Background: an optimization exercise with open tools, aiming at small area and a short achievable clock period. Do not read the settings as production practice.
At most, simulation tests tie the RTL to the original design; equivalence was not proved.
For run 4, only the layout was checked, not whether the RTL still works.
In runs 1 to 3 the design's own scripts or RTL, not TritonCTS, make the clock network.
The clock input has no modelled driver; a real chip could not lean on it and would need a root buffer or a full tree.

--- flow/design.v ---
module decryptor #(
    parameter N = 3233,         
    parameter d = 2753          
)(
    input  wire         clk,
    input  wire         reset,
    input  wire [15:0]  encrypted_char,
    output reg  [7:0]   decrypted_char
);
    function [5:0] pow61_half;
        input [4:0] x;
        case (x)
            5'd0: pow61_half = 6'd0;
            5'd1: pow61_half = 6'd1;
            5'd2: pow61_half = 6'd2;
            5'd3: pow61_half = 6'd52;
            5'd4: pow61_half = 6'd28;
            5'd5: pow61_half = 6'd40;
            5'd6: pow61_half = 6'd20;
            5'd7: pow61_half = 6'd36;
            5'd8: pow61_half = 6'd45;
            5'd9: pow61_half = 6'd38;
            5'd10: pow61_half = 6'd59;
            5'd11: pow61_half = 6'd55;
            5'd12: pow61_half = 6'd12;
            5'd13: pow61_half = 6'd17;
            5'd14: pow61_half = 6'd48;
            5'd15: pow61_half = 6'd49;
            5'd16: pow61_half = 6'd26;
            5'd17: pow61_half = 6'd58;
            5'd18: pow61_half = 6'd60;
            5'd19: pow61_half = 6'd31;
            5'd20: pow61_half = 6'd47;
            5'd21: pow61_half = 6'd10;
            5'd22: pow61_half = 6'd30;
            5'd23: pow61_half = 6'd13;
            5'd24: pow61_half = 6'd34;
            5'd25: pow61_half = 6'd24;
            5'd26: pow61_half = 6'd57;
            5'd27: pow61_half = 6'd19;
            5'd28: pow61_half = 6'd42;
            5'd29: pow61_half = 6'd9;
            5'd30: pow61_half = 6'd22;
            5'd31: pow61_half = 6'd56;
        endcase
    endfunction
    function [5:0] pow53x20_half;
        input [4:0] x;
        case (x)
            5'd0: pow53x20_half = 6'd0;
            5'd1: pow53x20_half = 6'd0;
            5'd2: pow53x20_half = 6'd0;
            5'd3: pow53x20_half = 6'd0;
            5'd4: pow53x20_half = 6'd0;
            5'd5: pow53x20_half = 6'd5;
            5'd6: pow53x20_half = 6'd25;
            5'd7: pow53x20_half = 6'd34;
            5'd8: pow53x20_half = 6'd45;
            5'd9: pow53x20_half = 6'd55;
            5'd10: pow53x20_half = 6'd20;
            5'd11: pow53x20_half = 6'd10;
            5'd12: pow53x20_half = 6'd27;
            5'd13: pow53x20_half = 6'd51;
            5'd14: pow53x20_half = 6'd32;
            5'd15: pow53x20_half = 6'd40;
            5'd16: pow53x20_half = 6'd26;
            5'd17: pow53x20_half = 6'd52;
            5'd18: pow53x20_half = 6'd50;
            5'd19: pow53x20_half = 6'd21;
            5'd20: pow53x20_half = 6'd35;
            5'd21: pow53x20_half = 6'd24;
            5'd22: pow53x20_half = 6'd17;
            5'd23: pow53x20_half = 6'd15;
            5'd24: pow53x20_half = 6'd30;
            5'd25: pow53x20_half = 6'd16;
            5'd26: pow53x20_half = 6'd49;
            5'd27: pow53x20_half = 6'd54;
            5'd28: pow53x20_half = 6'd41;
            5'd29: pow53x20_half = 6'd44;
            5'd30: pow53x20_half = 6'd56;
            5'd31: pow53x20_half = 6'd57;
        endcase
    endfunction
    reg  [3:0]  state;
    reg  [15:0] input_buffer;
    reg  [5:0]  r61, r53;
    wire idle = (state == 4'd0);
    wire lookup = (state == 4'd12);
    wire done = (state == 4'd13);
    wire accept = idle & (encrypted_char != input_buffer);
    wire tap = input_buffer[10];
    wire [6:0] s61 = {r61, tap};
    wire [6:0] s53 = {r53, tap};
    wire [5:0] n61 = (s61 >= 7'd61) ? s61 - 7'd61 : s61[5:0];
    wire [5:0] n53 = (s53 >= 7'd53) ? s53 - 7'd53 : s53[5:0];
    wire [5:0]  u61 = r61 + 6'd1;                       
    wire [5:0]  u53 = r53 + 6'd5;                       
    wire [5:0]  t61 = pow61_half(u61[4:0] ^ {5{u61[5]}});
    wire [5:0]  t53 = pow53x20_half(u53[4:0] ^ {5{u53[5]}});
    wire [5:0]  pa_next = t61 ^ {6{u61[5]}};            
    wire [5:0]  pw_next = t53 ^ {6{u53[5]}};            
    reg  [5:0] h_lut;
    always @(*) begin
        case (r61[2:0])
            3'd0: h_lut = 6'd38;
            3'd1: h_lut = 6'd5;
            3'd2: h_lut = 6'd25;
            3'd3: h_lut = 6'd45;
            3'd4: h_lut = 6'd12;
            3'd5: h_lut = 6'd32;
            3'd6: h_lut = 6'd52;
            default: h_lut = 6'd19;
        endcase
    end
    wire [5:0] h = {3'd0, r61[5:3]} + h_lut;
    wire [6:0] e = {1'b0, r53} - {1'b0, h};
    wire [5:0] k = e[5:0] + (e[6] ? 6'd53 : 6'd0);
    wire [7:0] x = {2'b0, r61} + {k[1:0], 6'b0} - {1'b0, k, 1'b0} - {2'b0, k} - 8'd1;
    always @(posedge clk or posedge reset) begin
        if (reset) begin
            state <= 4'd0;
            input_buffer <= 16'd0;
            decrypted_char <= 8'd0;
        end else begin
            if (idle) begin
                input_buffer <= encrypted_char;
                state <= {3'b0, accept};
            end else begin
                input_buffer <= {input_buffer[15:13], input_buffer[11:0], input_buffer[12]};
                state <= done ? 4'd0 : state + 4'd1;
            end
            if (done)
                decrypted_char <= x;
        end
    end
    always @(posedge clk) begin
        if (idle) begin
            r61 <= {1'b0, encrypted_char[15:11]};
            r53 <= {1'b0, encrypted_char[15:11]};
        end else if (lookup) begin
            r61 <= pa_next;
            r53 <= pw_next;
        end else begin
            r61 <= n61;
            r53 <= n53;
        end
    end
endmodule
--- flow/flow/run.sh ---
#!/bin/bash
# Own layout flow: the standard flow (standard.sh) with these changes:
#  * synthesis is the standard flow's script (registers are mapped exactly as there), but:
#    - no full/half-adder extraction and no Kogge-Stone adder map, so ABC sees all the logic;
#    - ABC maps the logic from encrypted_char to the state register with ORFS's delay-oriented
#      script and the rest with an area-oriented script (flow/abc_split.tcl, flow/area.abc);
#  * ports are buffered with sky130_fd_sc_hd__buf_1 instead of the default buffer;
#  * after ORFS's CTS, the clock tree is rebuilt flat (flow/clock.tcl): the clock port drives
#    a few buffers of one type, each driving one group of registers (if OWN_SETUP_MARGIN is
#    set, gates on paths with less setup slack than that are then resized; not used here).
# Logs: standard_make.log and standard_make2.log (make), clock.log, and orfs/logs/.
set -euo pipefail
W=$PWD
F=$W/flow
sed -e "s|^  log_cmd abc {\*}\$abc_args\$|  set ::own_flow_dir $F\n  source $F/abc_split.tcl|" \
    "$FLOW_HOME/scripts/synth.tcl" > "$W/own_synth.tcl"
grep -q "abc_split.tcl" "$W/own_synth.tcl"
sed -e "s|\$::env(SCRIPTS_DIR)/synth.tcl|$W/own_synth.tcl|" "$W/synth_recipe.tcl" > "$W/own_synth_recipe.tcl"
grep -q "own_synth.tcl" "$W/own_synth_recipe.tcl"
STD=(bash "$W/standard.sh" "SYNTH_SCRIPT=$W/own_synth_recipe.tcl" ADDER_MAP_FILE= SYNTH_OPERATIONS_ARGS=-booth
     "BUFFER_PORTS_ARGS=-buffer_cell sky130_fd_sc_hd__buf_1")
"${STD[@]}" cts > "$W/standard_make.log" 2>&1
export RESULTS_DIR=$W/orfs/results/$FLOW_PLATFORM/decryptor/base
export PLATFORM_DIR=$FLOW_HOME/platforms/$FLOW_PLATFORM
export LIB_FILES=$PLATFORM_DIR/lib/sky130_fd_sc_hd__tt_025C_1v80.lib
export OWN_CLOCK_BUFFERS=2 OWN_CLOCK_CELL=sky130_fd_sc_hd__clkbuf_16
openroad -no_init -exit "$F/clock.tcl" > "$W/clock.log" 2>&1
"${STD[@]}" finish > "$W/standard_make2.log" 2>&1
--- flow/flow/abc_split.tcl ---
# Sourced by the own synthesis in place of ORFS's single ABC call.
# The logic from encrypted_char to the state register (the change detector) is mapped with
# ORFS's own delay-oriented script and arguments; all other logic is mapped with the
# area-oriented script flow/area.abc.
set speed_args $abc_args
set area_args [list -script $::own_flow_dir/area.abc {*}$lib_args {*}$lib_dont_use_args]
set own_ffs "-sky130_fd_sc_hd__dfrtp_1:-sky130_fd_sc_hd__dfxtp_1"
select -set own_from_in w:encrypted_char %co*:$own_ffs
select -set own_state_ffs w:state %ci1 c:* %i
select -set own_to_state @own_state_ffs %ci1:+sky130_fd_sc_hd__dfrtp_1\[D\] %ci*:$own_ffs
select -set own_cone @own_from_in @own_to_state %i c:* %i
log "own flow: [llength [split [string trim [tee -q -s result.string select -list @own_cone]] "\n"]] cells in the delay-mapped cone"
log_cmd abc {*}$speed_args @own_cone
log_cmd abc {*}$area_args
--- flow/flow/area.abc ---
strash
&get -n
&deepsyn -T 20
&put
dch -f
amap
strash
dch -f
amap
topo
--- flow/flow/clock.tcl ---
# Replaces the clock tree that ORFS's CTS built with a flat one: the clock port drives
# NBUF buffers directly, and each buffer drives the clock pins of one group of registers
# (registers grouped by position). All registers still get the clock through exactly one
# buffer of the same type, so their clock arrival times stay matched.
set nbuf $::env(OWN_CLOCK_BUFFERS)
set bufcell $::env(OWN_CLOCK_CELL)
read_liberty $::env(LIB_FILES)
read_db $::env(RESULTS_DIR)/4_cts.odb
read_sdc $::env(RESULTS_DIR)/4_cts.sdc
source $::env(PLATFORM_DIR)/setRC.tcl
set db [ord::get_db]
set block [ord::get_db_block]
set clk [$block findNet clk]
# registers' clock pins
set sinks {}
foreach inst [$block getInsts] {
  set m [$inst getMaster]
  if {[$m isSequential]} {
    foreach it [$inst getITerms] {
      if {[[$it getMTerm] getSigType] eq "CLOCK" || [[$it getMTerm] getName] eq "CLK"} { lappend sinks $it }
    }
  }
}
puts "clock sinks: [llength $sinks]"
# remove CTS's buffers and dummy loads, and their nets
set removed 0
foreach inst [$block getInsts] {
  set name [$inst getName]
  if {[string match clkbuf_* $name] || [string match clkload* $name]} {
    odb::dbInst_destroy $inst
    incr removed
  }
}
foreach net [$block getNets] {
  if {[string match clknet_* [$net getName]]} { odb::dbNet_destroy $net }
}
puts "removed $removed CTS cells"
# group sinks by x position
set keyed {}
foreach it $sinks {
  set bb [[$it getInst] getBBox]
  lappend keyed [list [expr {([$bb xMin] + [$bb xMax]) / 2}] [expr {([$bb yMin] + [$bb yMax]) / 2}] $it]
}
set keyed [lsort -integer -index 0 $keyed]
set n [llength $keyed]
set master [$db findMaster $bufcell]
for {set g 0} {$g < $nbuf} {incr g} {
  set lo [expr {$g * $n / $nbuf}]
  set hi [expr {($g + 1) * $n / $nbuf - 1}]
  set net [odb::dbNet_create $block clknet_flat_$g]
  $net setSigType CLOCK
  set buf [odb::dbInst_create $block $master clkbuf_flat_$g]
  [$buf findITerm A] connect $clk
  [$buf findITerm X] connect $net
  set sx 0; set sy 0
  foreach e [lrange $keyed $lo $hi] {
    lassign $e x y it
    $it disconnect
    $it connect $net
    incr sx $x; incr sy $y
  }
  set cnt [expr {$hi - $lo + 1}]
  $buf setLocation [expr {$sx / $cnt}] [expr {$sy / $cnt}]
  $buf setPlacementStatus PLACED
  puts "buffer $g: $cnt sinks"
}
detailed_placement
check_placement -verbose
set_propagated_clock [all_clocks]
estimate_parasitics -placement
# Resize gates (no buffering) on the paths whose setup slack is under OWN_SETUP_MARGIN ns.
# Only the design's own SDC is used; the margin just sets how far the sizing goes.
if {[info exists ::env(OWN_SETUP_MARGIN)]} {
  repair_timing -setup -setup_margin $::env(OWN_SETUP_MARGIN) -sequence "sizeup,swap" -verbose
  detailed_placement
  check_placement -verbose
  estimate_parasitics -placement
}
report_clock_latency
report_checks -path_delay max -group_path_count 3 -format end
report_checks -path_delay min -group_path_count 3 -format end
write_db $::env(RESULTS_DIR)/4_cts.odb
--- flow/standard.sh ---
#!/bin/bash
# synth_recipe.tcl (not shown) runs the flow's synth.tcl, then flattens the netlist and writes it again
# the make line also repeats each setting of config.mk as NAME=value (left out here)
make -C /OpenROAD-flow-scripts/flow DESIGN_CONFIG=/design/flow/config.mk WORK_HOME=/design/flow/orfs CLKGATE_MAP_FILE= SYNTH_SCRIPT=/design/flow/synth_recipe.tcl "${@:-finish}"
--- flow/config.mk ---
export PLATFORM = sky130hd
export DESIGN_NAME = decryptor
export DESIGN_NICKNAME = decryptor
export VERILOG_FILES = /design/flow/design.v
export SDC_FILE = /design/flow/constraint.sdc
export NUM_CORES = 4
export LEC_CHECK = 0
export CAP_MARGIN = 20
export CORE_MARGIN = 2
export CORE_UTILIZATION = 40
export CTS_BUF_LIST = sky130_fd_sc_hd__clkbuf_4 sky130_fd_sc_hd__clkbuf_8
export CTS_CLUSTER_SIZE = 40
export SLEW_MARGIN = 20
--- flow/constraint.sdc ---
create_clock -name core_clock -period 40.0 [get_ports {clk}]
set_input_delay 8.0000 -clock core_clock [delete_from_list [all_inputs] [get_ports {clk}]]
set_output_delay 8.0000 -clock core_clock [all_outputs]
set_load 0.01 [all_outputs]
==> summary.txt, run 1 <==
status - complete, no violations
fillers - 823
Row Count - 32
post-route cell area - 3390 um2
die area - 8460 um2
Remaining DRCs - 0
largest net degree at the start of global routing - 32
vias in the first global route - 3,044
slack of the critical path - 31.23 ns
Syn. warnings - 1
Worst Clk Skew - 0.00277 ns
max-cap check violation count - 0
WS Path Type - primary input to flop
dpl cell area - 3340 um2
vias per std cell - 5.43
Worst R2R Start - r61[1]
crit-path max FO - 2
Layout area overhead - 9.41%
Tcrit/Tclk final - 21.9%
Synth Instances - 481
CTS Hold Bufs - 0
PostCTS Resize Cnt - 0
f_max - 114 MHz
worst slew pin tran - 1.06 ns
unrepaired setup endpoints after global routing - false
routability cong. - 0.894
via count - 3,325
ANT nets after route - 0
clock latency (worst-skew pair) - 0.15 ns
Final Non-Filler Cells - 612
Mapped Nets - 499
die height - 92.0 um
Sink Count - 40
Tot GR Track Use - 19.6%
Slew HR - 28.5%
FF+latch count, synth - 40
Critical Path Start Type - primary input
share of cells above drive strength 1 - 1.18%
Tmin final - 8.77 ns
Die Span X - 92.0 um
Cells after DPL - 610
number of distinct library cells after synthesis - 31
gr ovfl total - 0
clk slew on worst S/H paths - 0.08 ns
Mapped Area - 3100 um2
Worst Hold Class - flop to flop
Initial Util - 40.7%
I/O Pins - 26
1st-pass router iterations - 4
Crit path arrival time - 8.80 ns
Place WS - 31.05 ns
fin nets - 530
register area share after synthesis - 30.4%
Main synth FF type - dfrtp_1
most frequent cells in the layout - nor2_1 (109), o21ai_0 (69), nand2_1 (65)
number of flops mapped to enable cells by yosys - 0
postcts setup bufs - 0
Critical Path RT - 40.03 ns
element type at the critical path end - flop
Final TNS setup - 0 ns
final wirelength - 7920 um
most common cell after layout, fill and taps aside - nor2_1
hold_sp - input_buffer[13]
DR WL/cell - 12.9 um
Slew Limit Fails - 0
number of DRC markers in iteration 0 - 154
first-pass GRT wire length - 13,800 um
utilization after layout - 44.5%
initial antenna violation count - 0
# port buffers - 25
CP Launch Point - encrypted_char[14]
detailed placement HPWL - 6270 um
Setup-failing EPs final - 0
Antenna diodes - 0
asr flop ratio synth - 70.0%
post-synthesis area per instance - 6.44 um2
core region area - 7610 um2
Final Hold Fails - 0
Yosys cell counts (2+ instances only):
| library cell | number | share of area, % |
|---|---|---|
| o21ai_0 | 69 | 11 |
| dfrtp_1 | 28 | 23 |
| o22ai_1 | 17 | 3.4 |
| a21oi_1 | 45 | 7.3 |
| nor3_1 | 12 | 1.9 |
| a21o_1 | 2 | 0.48 |
| a22oi_1 | 3 | 0.73 |
| nand2_1 | 65 | 7.9 |
| xnor2_1 | 16 | 4.5 |
| o21a_1 | 5 | 1.2 |
| nand3_1 | 6 | 0.97 |
| o32a_1 | 2 | 0.65 |
| o32ai_1 | 3 | 0.85 |
| a211oi_1 | 2 | 0.48 |
| and2_0 | 2 | 0.40 |
| o22a_1 | 15 | 4.2 |
| nor2_1 | 109 | 13 |
| clkinv_1 | 49 | 5.9 |
| dfxtp_1 | 12 | 7.8 |
| nand4_1 | 5 | 1.0 |
| nor4_1 | 2 | 0.40 |
| a31oi_1 | 3 | 0.61 |
per-layer routing:
metal	part of all wire (%)	global-route usage, %
met5	0	0
met4	0.82	2.24
met3	4.1	2.05
met2	45	32.6
met1	50	28.5
worst max-delay path, cell delays in order:
cell	delay, ns
buf_1	0.12
xnor2_1	0.14
nand4_1	0.13
nor4_1	0.31
a21oi_1	0.10
per-stage QoR:
stage          hold slack (ns)
6_report                 0.512
3_3_place_gp             0.485
2_1_floorplan            0.467
3_5_place_dp             0.495
5_1_grt                  0.534
4_1_cts                  0.516
layout make-up:
| class | count | area [um2] | area share [%] |
|---|---|---|---|
| Inverter | 49 | 184 | 5.43 |
| Tap cell | 102 | 128 | 3.77 |
| Timing Repair Buffer | 27 | 109 | 3.21 |
| Buffer | 2 | 50.0 | 1.48 |
| Multi-Input combinational cell | 392 | 1980 | 58.3 |
| Sequential cell | 40 | 941 | 27.8 |
flip-flops by register name (all words and copies together) (netlist names):
register / count
r53: 6
state: 4
r61: 6
input_buffer: 16
decrypted_char: 8
kinds of logic (layout without fill, tap and decap cells):
group,count (synthesis),in the layout,share of synthesized area (%)
flops,40,40,30.4
buf+inv,49,78,5.94
compound gates,172,172,32.7
xor+xnor,16,16,4.53
simple gates,204,204,26.4
worst paths after layout:
check                           cells after the start  slack [ns]           endpoint
worst max-delay path                                5       31.23           state[0]
worst min-delay path                                2        0.51   input_buffer[13]
worst max register to register                     37       33.48  decrypted_char[7]
worst min register to register                      2        0.51   input_buffer[13]
max in group asynchronous                           2       31.72   input_buffer[10]
min in group asynchronous                           2        7.89    input_buffer[2]
==> run 2, diff against run 1 <==
==> flow/flow/area.abc (replaced) <==
strash
&get -n
&deepsyn -T 20
&put
dch -f
amap
topo
--- a/flow/config.mk
+++ b/flow/config.mk
@@ -9,5 +9,3 @@
 export CORE_MARGIN = 2
-export CORE_UTILIZATION = 40
-export CTS_BUF_LIST = sky130_fd_sc_hd__clkbuf_4 sky130_fd_sc_hd__clkbuf_8
-export CTS_CLUSTER_SIZE = 40
+export CORE_UTILIZATION = 65
 export SLEW_MARGIN = 20
==> run 2 against run 1 <==
Synthesized cell count fell by 1.0%. Clock skew rose by 0.0016 ns. Synthesized area rose by 1.2%. Sequential share of layout area rose by 0.20 points. Sequential cell count did not move. Highest routed layer unchanged.
==> summary.txt, run 2 <==
status - complete, no violations
CTS Hold Bufs - 0
most numerous cell in the Yosys netlist - nor2_1
Remaining DRCs - 0
WS Path Type - primary input to flop
element type at the critical path end - flop
R2R setup slack - 33.05 ns
top cells by area, synth - dfrtp_1 (22%), nor2_1 (13%), o21ai_0 (9.7%), dfxtp_1 (7.7%), nand2_1 (6.9%)
die area - 5390 um2
number of DRC markers in iteration 0 - 274
fin nets - 525
post-synthesis area per instance - 6.58 um2
Tcrit/Tclk final - 22.4%
Row Count - 25
clock latency (worst-skew pair) - 0.15 ns
Layout area overhead - 7.39%
R2R Path End - decrypted_char[7]
CP Launch Point - encrypted_char[10]
Reg2Reg Depth - 38
synth cell count leaders - nor2_1 (106), o21ai_0 (61), nand2_1 (58)
1st-pass router iterations - 6
PostCTS Resize Cnt - 0
Top Metal Used - met4
max-cap check violation count - 0
core region area - 4690 um2
top-area cell type share of the netlist area - 22.4%
initial antenna violation count - 0
Crit path arrival time - 8.98 ns
detailed placement HPWL - 5780 um
Setup-failing EPs final - 0
worst slew pin tran - 0.930 ns
Die Span X - 73.4 um
FF+latch count, synth - 40
area leader, netlist - dfrtp_1
Tot GR Track Use - 29.5%
gr ovfl total - 0
Worst R2R Start - r61[1]
Final TNS setup - 0 ns
largest net degree at the start of global routing - 33
Top reg by flops - input_buffer
via count - 3,391
Final Hold Fails - 0
Worst Clk Skew - 0.00434 ns
Mapped Nets - 494
crit-path max FO - 2
vias per std cell - 6.07
Initial Util - 66.8%
Critical Path Start Type - primary input
hold_sp - decrypted_char[5]
first-pass GRT wire length - 12,700 um
Worst Hold Class - flop to flop
most frequent cells in the layout - nor2_1 (106), o21ai_0 (61), nand2_1 (58)
Slew Limit Fails - 0
routability cong. - 0.944
Synth Instances - 476
unrepaired setup endpoints after global routing - false
final wirelength - 7560 um
register area share after synthesis - 30.0%
number of distinct library cells after synthesis - 35
clk slew on worst S/H paths - 0.08 ns
metal3 WL - 390 um
fillers - 403
number of flops mapped to enable cells by yosys - 0
Syn. warnings - 1
Mapped Area - 3130 um2
asr flop ratio synth - 70.0%
share of cells above drive strength 1 - 1.19%
Critical Path RT - 40.02 ns
f_max - 112 MHz
ANT nets after route - 0
die height - 73.4 um
most common cell after layout, fill and taps aside - nor2_1
crit path capture - state[0]
Slew HR - 37.4%
Sink Count - 40
Main synth FF type - dfrtp_1
Antenna diodes - 0
Largest register FFs - 16
wire length on met1 - 3430 um
I/O Pins - 26
DR WL/cell - 13.5 um
vias in the first global route - 2,856
postcts setup bufs - 0
Tmin final - 8.95 ns
Hold Slack - 0.478 ns
Regs by FF count - input_buffer: 16 flops, decrypted_char: 8 flops
WL met2 - 3700 um
# port buffers - 25
## run 2: changes by cell type after synthesis, moves of 4 or more
cell / previous run / this run
a21oi_1: 45 / 33
nand3_1: 6 / 10
o22ai_1: 17 / 11
o22a_1: 15 / 3
o221ai_1: 0 / 7
o21ai_0: 69 / 61
a22o_1: 0 / 11
nand2_1: 65 / 58
a31oi_1: 3 / 9
clkinv_1: 49 / 55
## run 2: worst min-delay path by stage
stage,endpoint,cells past startpoint
finish,decrypted_char[5],2
global placement,decrypted_char[5],2
CTS,decrypted_char[5],2
global route,decrypted_char[5],2
floorplan,input_buffer[13],2
detailed placement,decrypted_char[5],2
## run 2: routing by layer
metal	vias up	global-route usage, %
met4	0	3.64
li1	1754	-
met5	-	0
met1	1533	40.8
met2	98	51.4
met3	6	3.02
## run 2: cell type report
cell class / count / area (um2) / area share (%)
timing repair buffer: 27 / 109 / 3.24
multi-input combinational: 381 / 1990 / 59.2
inverter: 55 / 206 / 6.14
sequential: 40 / 941 / 28.0
buffer: 2 / 50.0 / 1.49
tap: 54 / 67.6 / 2.01
## run 2: metrics by stage
stage | cell area (um2) | utilization [%] | setup WS, ns | std cells
2_1_floorplan | 3130 | - | 31.22 | 476
3_3_place_gp | 3310 | 70.6 | 31.11 | 557
3_5_place_dp | 3310 | 70.6 | 31.07 | 557
4_1_cts | 3420 | 73.0 | 31.17 | 565
5_1_grt | 3360 | 71.7 | 30.99 | 559
6_report | 3360 | 71.7 | 31.05 | 559
## run 2: critical path: stages
cell	delay (ns)
buf_1	0.10
xnor2_1	0.22
nand4_1	0.14
nor4_1	0.39
a21oi_1	0.12
## run 2: kinds of logic (layout without fill, tap and decap cells)
logic type             count (synthesis)  in the layout  synth area share [%]
AND/OR/NAND/NOR                      200            200                  26.0
AO/OA/AOI/OAI                        164            164                  32.6
buffers and inverters                 55             84                  6.59
flip-flops                            40             40                  30.0
XOR/XNOR                              17             17                  4.75
==> run 3, diff against run 2 <==
--- a/flow/flow/run.sh
+++ b/flow/flow/run.sh
@@ -9,3 +9,3 @@
 #    a few buffers of one type, each driving one group of registers (if OWN_SETUP_MARGIN is
-#    set, gates on paths with less setup slack than that are then resized; not used here).
+#    set, gates on paths with less setup slack than that are then resized).
 # Logs: standard_make.log and standard_make2.log (make), clock.log, and orfs/logs/.
@@ -25,3 +25,3 @@
 export LIB_FILES=$PLATFORM_DIR/lib/sky130_fd_sc_hd__tt_025C_1v80.lib
-export OWN_CLOCK_BUFFERS=2 OWN_CLOCK_CELL=sky130_fd_sc_hd__clkbuf_16
+export OWN_CLOCK_BUFFERS=2 OWN_CLOCK_CELL=sky130_fd_sc_hd__clkbuf_16 OWN_SETUP_MARGIN=31.28
 openroad -no_init -exit "$F/clock.tcl" > "$W/clock.log" 2>&1
==> flow/flow/area.abc (replaced) <==
strash
&get -n
&deepsyn -T 20
&put
dch -f
amap
strash
dch -f
amap
topo
--- a/flow/config.mk
+++ b/flow/config.mk
@@ -9,3 +9,5 @@
 export CORE_MARGIN = 2
-export CORE_UTILIZATION = 65
+export CORE_UTILIZATION = 40
+export CTS_BUF_LIST = sky130_fd_sc_hd__clkbuf_4 sky130_fd_sc_hd__clkbuf_8
+export CTS_CLUSTER_SIZE = 40
 export SLEW_MARGIN = 20
==> run 3 against run 2 <==
Critical endpoint unchanged. Via count decreased by 2.0%. Worst hold slack improved by 0.033 ns. Final cell count rose by 9.5%. Still clean. Sequential share of layout area decreased by 0.33 points. Register-to-register slack gained 0.45 ns. Synthesized cell count increased by 1.1%. Fmax is 2.5% higher.
==> summary.txt, run 3 <==
ANT nets after route - 0
initial antenna violation count - 0
vias in the first global route - 3,036
Worst Hold Class - flop to flop
Tmin final - 8.73 ns
worst hold stages - 2
Top reg by flops - input_buffer
Syn. warnings - 1
Regs by FF count - input_buffer: 16 flops, decrypted_char: 8 flops
Tcrit/Tclk final - 21.8%
PostCTS Resize Cnt - 0
hold_sp - input_buffer[14]
Critical Path Start Type - primary input
Final Hold Fails - 0
unrepaired setup endpoints after global routing - false
R2R Path End - decrypted_char[7]
Slew HR - 28.2%
Setup-failing EPs final - 0
element type at the critical path end - flop
I/O Pins - 26
FF+latch count, synth - 40
status - complete, no violations
routability cong. - 0.894
f_max - 114 MHz
top-area cell type share of the netlist area - 22.6%
die area - 8460 um2
detailed placement HPWL - 6270 um
register area share after synthesis - 30.4%
Row Count - 32
FF/Latch Area - 941 um2
clk slew on worst S/H paths - 0.08 ns
Hold Path Sink - input_buffer[14]
Worst Clk Skew - 0.00262 ns
core region area - 7610 um2
utilization after layout - 44.8%
Reg2Reg Depth - 36
Mapped Area - 3100 um2
share of cells above drive strength 1 - 1.76%
most common cell after layout, fill and taps aside - nor2_1
Layout area overhead - 9.94%
Main synth FF type - dfrtp_1
Initial Util - 40.7%
WS Path Type - primary input to flop
most numerous cell in the Yosys netlist - nor2_1
Slew Limit Fails - 0
Synth Instances - 481
gr ovfl total - 0
first-pass GRT wire length - 13,800 um
1st-pass router iterations - 4
top cells by area, synth - dfrtp_1 (23%), nor2_1 (13%), o21ai_0 (11%), nand2_1 (7.9%), dfxtp_1 (7.8%)
fillers - 818
Remaining DRCs - 0
Sink Count - 40
area leader, netlist - dfrtp_1
number of flops mapped to enable cells by yosys - 0
Final TNS setup - 0 ns
asr flop ratio synth - 70.0%
crit-path max FO - 2
Worst R2R Start - r61[1]
max-cap check violation count - 0
fin nets - 530
R2R setup slack - 33.50 ns
Crit path arrival time - 8.76 ns
post-synthesis area per instance - 6.44 um2
die height - 92.0 um
final wirelength - 7910 um
Mapped Nets - 499
Critical Path RT - 40.03 ns
postcts setup bufs - 0
CTS Hold Bufs - 0
most frequent cells in the layout - nor2_1 (109), o21ai_0 (69), nand2_1 (65)
Multi-input gate area - 1980 um2
number of DRC markers in iteration 0 - 173
vias per std cell - 5.43
via count - 3,322
Tot GR Track Use - 19.6%
# port buffers - 25
synth cell count leaders - nor2_1 (109), o21ai_0 (69), nand2_1 (65)
clock latency (worst-skew pair) - 0.15 ns
Antenna diodes - 0
number of distinct library cells after synthesis - 31
Largest register FFs - 16
largest net degree at the start of global routing - 32
Die Span X - 92.0 um
worst slew pin tran - 1.07 ns
DR WL/cell - 12.9 um
==> run 3: cell count changes in the layout (fill, tap and decap cells not counted), moves of 7 or more <==
cell      previous run  this run
o22a_1               3        15
nand2_1             58        65
a22o_1              11         0
a21oi_1             33        45
o221ai_1             7         0
o21ai_0             61        69
==> run 3: layer usage <==
| metal | global-route usage (%) | vias up | routed length, um |
|---|---|---|---|
| met5 | 0 | - | 0 |
| met4 | 2.24 | 0 | 63 |
| met3 | 2.05 | 7 | 359 |
| met2 | 32.5 | 74 | 3570 |
| met1 | 28.4 | 1473 | 3920 |
| li1 | - | 1768 | - |
==> run 3: how the worst max path moves through the flow <==
stage                        from                end  slack (ns)  depth (start not counted)
2_1_floorplan  encrypted_char[10]           state[0]       31.22                          4
3_3_place_gp    encrypted_char[8]           state[0]       31.10                          5
3_5_place_dp   encrypted_char[14]           state[0]       31.05                          5
4_1_cts         decrypted_char[2]  decrypted_char[2]       31.17                          1
5_1_grt         encrypted_char[7]           state[0]       31.23                          5
6_report        encrypted_char[4]           state[0]       31.27                          5
==> run 3: critical path, stage by stage <==
cell and delay, ns:
buf_1 0.09, xnor2_1 0.16, nand4_1 0.11, nor4_1 0.30
a21oi_1 0.10
==> run 3: stage by stage <==
stage               std cells  instance area [um2]  hold WS, ns  setup WS (ns)
floorplan                 481                 3100        0.467          31.22
global placement          610                 3340        0.485          31.10
detailed placement        610                 3340        0.495          31.05
CTS                       618                 3430        0.516          31.17
global route              612                 3400        0.534          31.23
finish                    612                 3400        0.510          31.27
==> run 3: cell type report <==
type / instances / share of cell area (%)
plain buffers: 2 / 1.47
inverters: 49 / 5.40
flip-flops and latches: 40 / 27.6
multi-input cells: 392 / 58.3
well taps: 102 / 3.75
repair buffers: 27 / 3.45
==> run 3: logic make-up after synthesis <==
logic type | count (synthesis) | synth area share, %
AO/OA/AOI/OAI | 172 | 32.7
XOR/XNOR | 16 | 4.53
buffers and inverters | 49 | 5.94
flip-flops | 40 | 30.4
AND/OR/NAND/NOR | 204 | 26.4
==> run 4, diff against run 3 <==
==> flow/design.v (replaced) <==
module decryptor #(
    parameter N = 3233,         
    parameter d = 2753          
)(
    input  wire         clk,
    input  wire         reset,
    input  wire [15:0]  encrypted_char, 
    output reg  [7:0]   decrypted_char 
);
    reg [31:0] base;            
    reg [31:0] result;          
    reg [15:0] exponent;        
    reg [4:0]  bit_count;       
    reg        computing;       
    reg [15:0] input_buffer;    
    reg [31:0] next_base;
    reg [31:0] next_result;
    reg [15:0] next_exponent;
    reg [4:0]  next_bit_count;
    reg        next_computing;
    reg [15:0] next_input_buffer;
    reg [7:0]  next_decrypted_char;
    always @(*) begin
        next_base = base;
        next_result = result;
        next_exponent = exponent;
        next_bit_count = bit_count;
        next_computing = computing;
        next_input_buffer = input_buffer;
        next_decrypted_char = decrypted_char;
        if (!computing) begin
            if (encrypted_char != input_buffer) begin
                next_input_buffer = encrypted_char;
                next_base = encrypted_char;
                next_result = 32'd1;
                next_exponent = d;
                next_bit_count = 5'd12;   
                next_computing = 1'b1;
            end
        end else begin
            if (bit_count > 0) begin
                if (exponent[0]) begin
                    next_result = (result * base) % N;
                end
                next_base = (base * base) % N;
                next_exponent = exponent >> 1;
                next_bit_count = bit_count - 1;
            end else begin
                next_decrypted_char = result[7:0];   
                next_computing = 1'b0;
            end
        end
    end
    always @(posedge clk or posedge reset) begin
        if (reset) begin
            decrypted_char <= 8'b0;
            base <= 32'b0;
            result <= 32'b0;
            exponent <= 16'b0;
            bit_count <= 5'b0;
            computing <= 1'b0;
            input_buffer <= 16'b0;
        end else begin
            decrypted_char <= next_decrypted_char;
            base <= next_base;
            result <= next_result;
            exponent <= next_exponent;
            bit_count <= next_bit_count;
            computing <= next_computing;
            input_buffer <= next_input_buffer;
        end
    end
endmodule
==> flow/run.sh (new file) <==
#!/bin/bash
# synth_recipe.tcl (not shown) runs the flow's synth.tcl, then flattens the netlist and writes it again
# the make line also repeats each setting of config.mk as NAME=value (left out here)
make -C /OpenROAD-flow-scripts/flow DESIGN_CONFIG=/design/flow/config.mk WORK_HOME=/design/flow/orfs CLKGATE_MAP_FILE= SYNTH_SCRIPT=/design/flow/synth_recipe.tcl finish
--- a/flow/config.mk
+++ b/flow/config.mk
@@ -10,4 +10,2 @@
 export CORE_UTILIZATION = 40
-export CTS_BUF_LIST = sky130_fd_sc_hd__clkbuf_4 sky130_fd_sc_hd__clkbuf_8
-export CTS_CLUSTER_SIZE = 40
 export SLEW_MARGIN = 20
removed: flow/flow/run.sh
removed: flow/flow/abc_split.tcl
removed: flow/flow/area.abc
removed: flow/flow/clock.tcl
removed: flow/standard.sh
==> run 4 against run 3 <==
Still clean. Global-route usage up 2.8 points. Worst hold slack got worse by 0.026 ns. Critical path depth rose by 98. Fmax fell by 74%. Critical path type is now flop to flop.
==> summary.txt, run 4 <==
total CTS buffers - 9
I/O Pins - 26
unrepaired setup endpoints after global routing - false
Synth Area in Compound Gates - 21.9%
number of flops mapped to enable cells by yosys - 0
clk slew on worst S/H paths - 0.10 ns
grt met1 use - 31.7%
clk buf depth - 2
top cells by area, synth - fa_1 (27%), inv_1 (6.8%), ha_1 (5.8%), and2_1 (5.0%), nand2_1 (4.8%)
Multi-input gate area - 48,400 um2
Place WS - 6.12 ns
first-pass GRT wire length - 268,000 um
slowest stage cell, crit path - dfrtp_1
most common cell after layout, fill and taps aside - inv_1
met2 Track Usage GR - 37.1%
Clock Tree Root - clkbuf_16
post-synthesis area per instance - 8.25 um2
number of DRC markers in iteration 0 - 3,566
postcts setup bufs - 0
fin nets - 7,735
Main synth FF type - dfrtp_1
vias in the first global route - 48,600
detailed placement HPWL - 130,000 um
Die Span X - 381 um
Critical Path RT - 40.30 ns
Slew Limit Fails - 0
slack of the critical path - 5.78 ns
Hold Slack - 0.484 ns
Slew HR - 22.7%
vias per std cell - 5.66
f_max - 29.2 MHz
1st-pass router iterations - 6
Sink Count - 106
Tmin final - 34.22 ns
WS Path Type - flop to flop
register area share after synthesis - 4.68%
most numerous cell in the Yosys netlist - inv_1
status - complete, no violations
Row Count - 138
XOR/XNOR Fraction of Synth Area - 7.34%
Tot GR Track Use - 22.3%
via count - 48,600
synth cell count leaders - inv_1 (1,034), fa_1 (777), nand2_1 (733)
Worst Clk Skew - 0.0269 ns
final wirelength - 163,000 um
clock latency (worst-skew pair) - 0.41 ns
CTS Hold Bufs - 0
most frequent cells in the layout - inv_1 (1,033), fa_1 (777), nand2_1 (733)
share of cells above drive strength 1 - 9.74%
largest family of logic cells by synthesized area - adder cells
element type at the critical path end - flop
Critical Path Start Type - flop
crit-path max FO - 25
Initial Util - 40.2%
asr flop ratio synth - 100%
Worst Hold Class - flop to flop
core region area - 141,000 um2
worst slew pin tran - 1.15 ns
Crit path arrival time - 34.53 ns
number of distinct library cells after synthesis - 192
Mapped Area - 56,700 um2
post-synthesis mux area share - 2.08%
H-Tree Depth - 3
Layout area overhead - 2.60%
Remaining DRCs - 0
area share of and/or/nand/nor cells after synthesis - 20.4%
Final TNS setup - 0 ns
Worst path max stage delay - 1.01 ns
# port buffers - 25
Regs by FF count - base: 32 flops, result: 32 flops, input_buffer: 16 flops
area leader, netlist - fa_1
Synth Instances - 6,878
fillers - 14,500
ANT nets after route - 0
gr ovfl total - 0
top-area cell type share of the netlist area - 27.4%
Tcrit/Tclk final - 85.6%
Final Hold Fails - 0
DR WL/cell - 19.0 um
adder-cell share of the synthesized area - 33.5%
Syn. warnings - 1
PostCTS Resize Cnt - 0
die area - 145,000 um2
FF+latch count, synth - 106
CTS tree - built
initial antenna violation count - 5
max-cap check violation count - 0
Setup-failing EPs final - 0
largest net degree at the start of global routing - 65
die height - 381 um
Mapped Nets - 7,935
FF/Latch Area - 2660 um2
routability cong. - 0.903
most used routing layer - met2
met3 Usage GRT - 2.26%
run 4: cell count changes after synthesis, sizes merged, moves of 209 or more:
cell    previous run  this run
inv                0      1039
a21oi             45       311
fa                 0       777
clkbuf             0       209
o21ai             69       305
and2               2       491
xnor2             16       316
nand2             65       749
nor2             109       330
ha                 0       262
run 4: path summary, 6_finish.rpt:
kind | start | end | slack, ns | depth (start not counted)
setup / recovery | base[7] | result[7] | 5.78 | 103
hold / removal | exponent[7] | exponent[7] | 0.48 | 2
setup reg to reg | base[7] | result[7] | 5.78 | 103
hold reg to reg | exponent[7] | exponent[7] | 0.48 | 2
max in group asynchronous | reset | base[17] | 30.40 | 3
min in group asynchronous | reset | input_buffer[6] | 8.08 | 2
run 4: area by class of cell:
cell class	instances	share of cell area [%]
Antenna cell	3	0.0129
Clock buffer	10	0.393
Clock inverter	6	0.105
Inverter	1041	6.72
Multi-Input combinational cell	5447	83.1
Sequential cell	106	4.58
Tap cell	1890	4.06
Timing Repair Buffer	73	1.06
run 4: logic make-up after synthesis:
logic type	count (synthesis)
adder cells (fa/ha/maj)	1054
multiplexers	108
buffers and inverters	1325
flip-flops	106
AO/OA/AOI/OAI	1603
AND/OR/NAND/NOR	2230
XOR/XNOR	452
run 4: per-layer routing:
layer  vias to the layer above  part of all wire (%)
met3                       163                   4.6
met4                         4                   1.8
met5                         -                 0.021
met1                     24300                    46
li1                      22800                     -
met2                      1316                    47
run 4: worst max-delay path: cells and delay by family (launching register included):
| family | cells | cell delay [ns] |
|---|---|---|
| and+or+nand+nor | 21 | 5.83 |
| DFF | 1 | 1.01 |
| AOI/OAI and AO/OA | 55 | 18.44 |
| buffers and inverters | 9 | 1.06 |
| muxes | 3 | 1.25 |
| adders and majority gates | 11 | 4.86 |
| xor gates and xnor gates | 4 | 1.57 |
run 4: stage by stage:
step                cell area (um2)  cells  util, %
finish                        58200   8576     41.2
global route                  58200   8575     41.2
floorplan                     56700   6878        -
detailed placement            57900   8556     41.0
CTS                           58200   8572     41.2
global placement              57900   8556     41.0

re-timing with driven ports:
No port has a modelled driver above. Below, the same layouts with a new extraction and two added sets of constraints.
Step 1: set_driving_cell puts a clkbuf_16 on clk and a buf_2 on each other input, an assumption about the parent block.
Step 2 moves the port delays by t, midway between the first and last clock arrival at a register: inputs arrive t later, outputs are due t later. That takes back most of the time a late clock gives input paths.
Three values: ideal ports, drivers, drivers and shift; two values: the first two.
run | t, ns | setup slack, ns | pins driven straight from the clock port
run 1 | 0.194 | 31.227 / 31.250 / 31.057 | 2
run 2 | 0.189 | 31.046 / 31.067 / 30.878 | 2
run 3 | 0.194 | 31.266 / 31.263 / 31.094 | 2
run 4 | 0.452 | 5.777 / 5.777 / 5.777 | 1
After both steps every run listed still meets setup and hold. The setup slack of run 3, which loses most, moves by -0.003 ns with the drivers and by -0.172 ns with both steps.
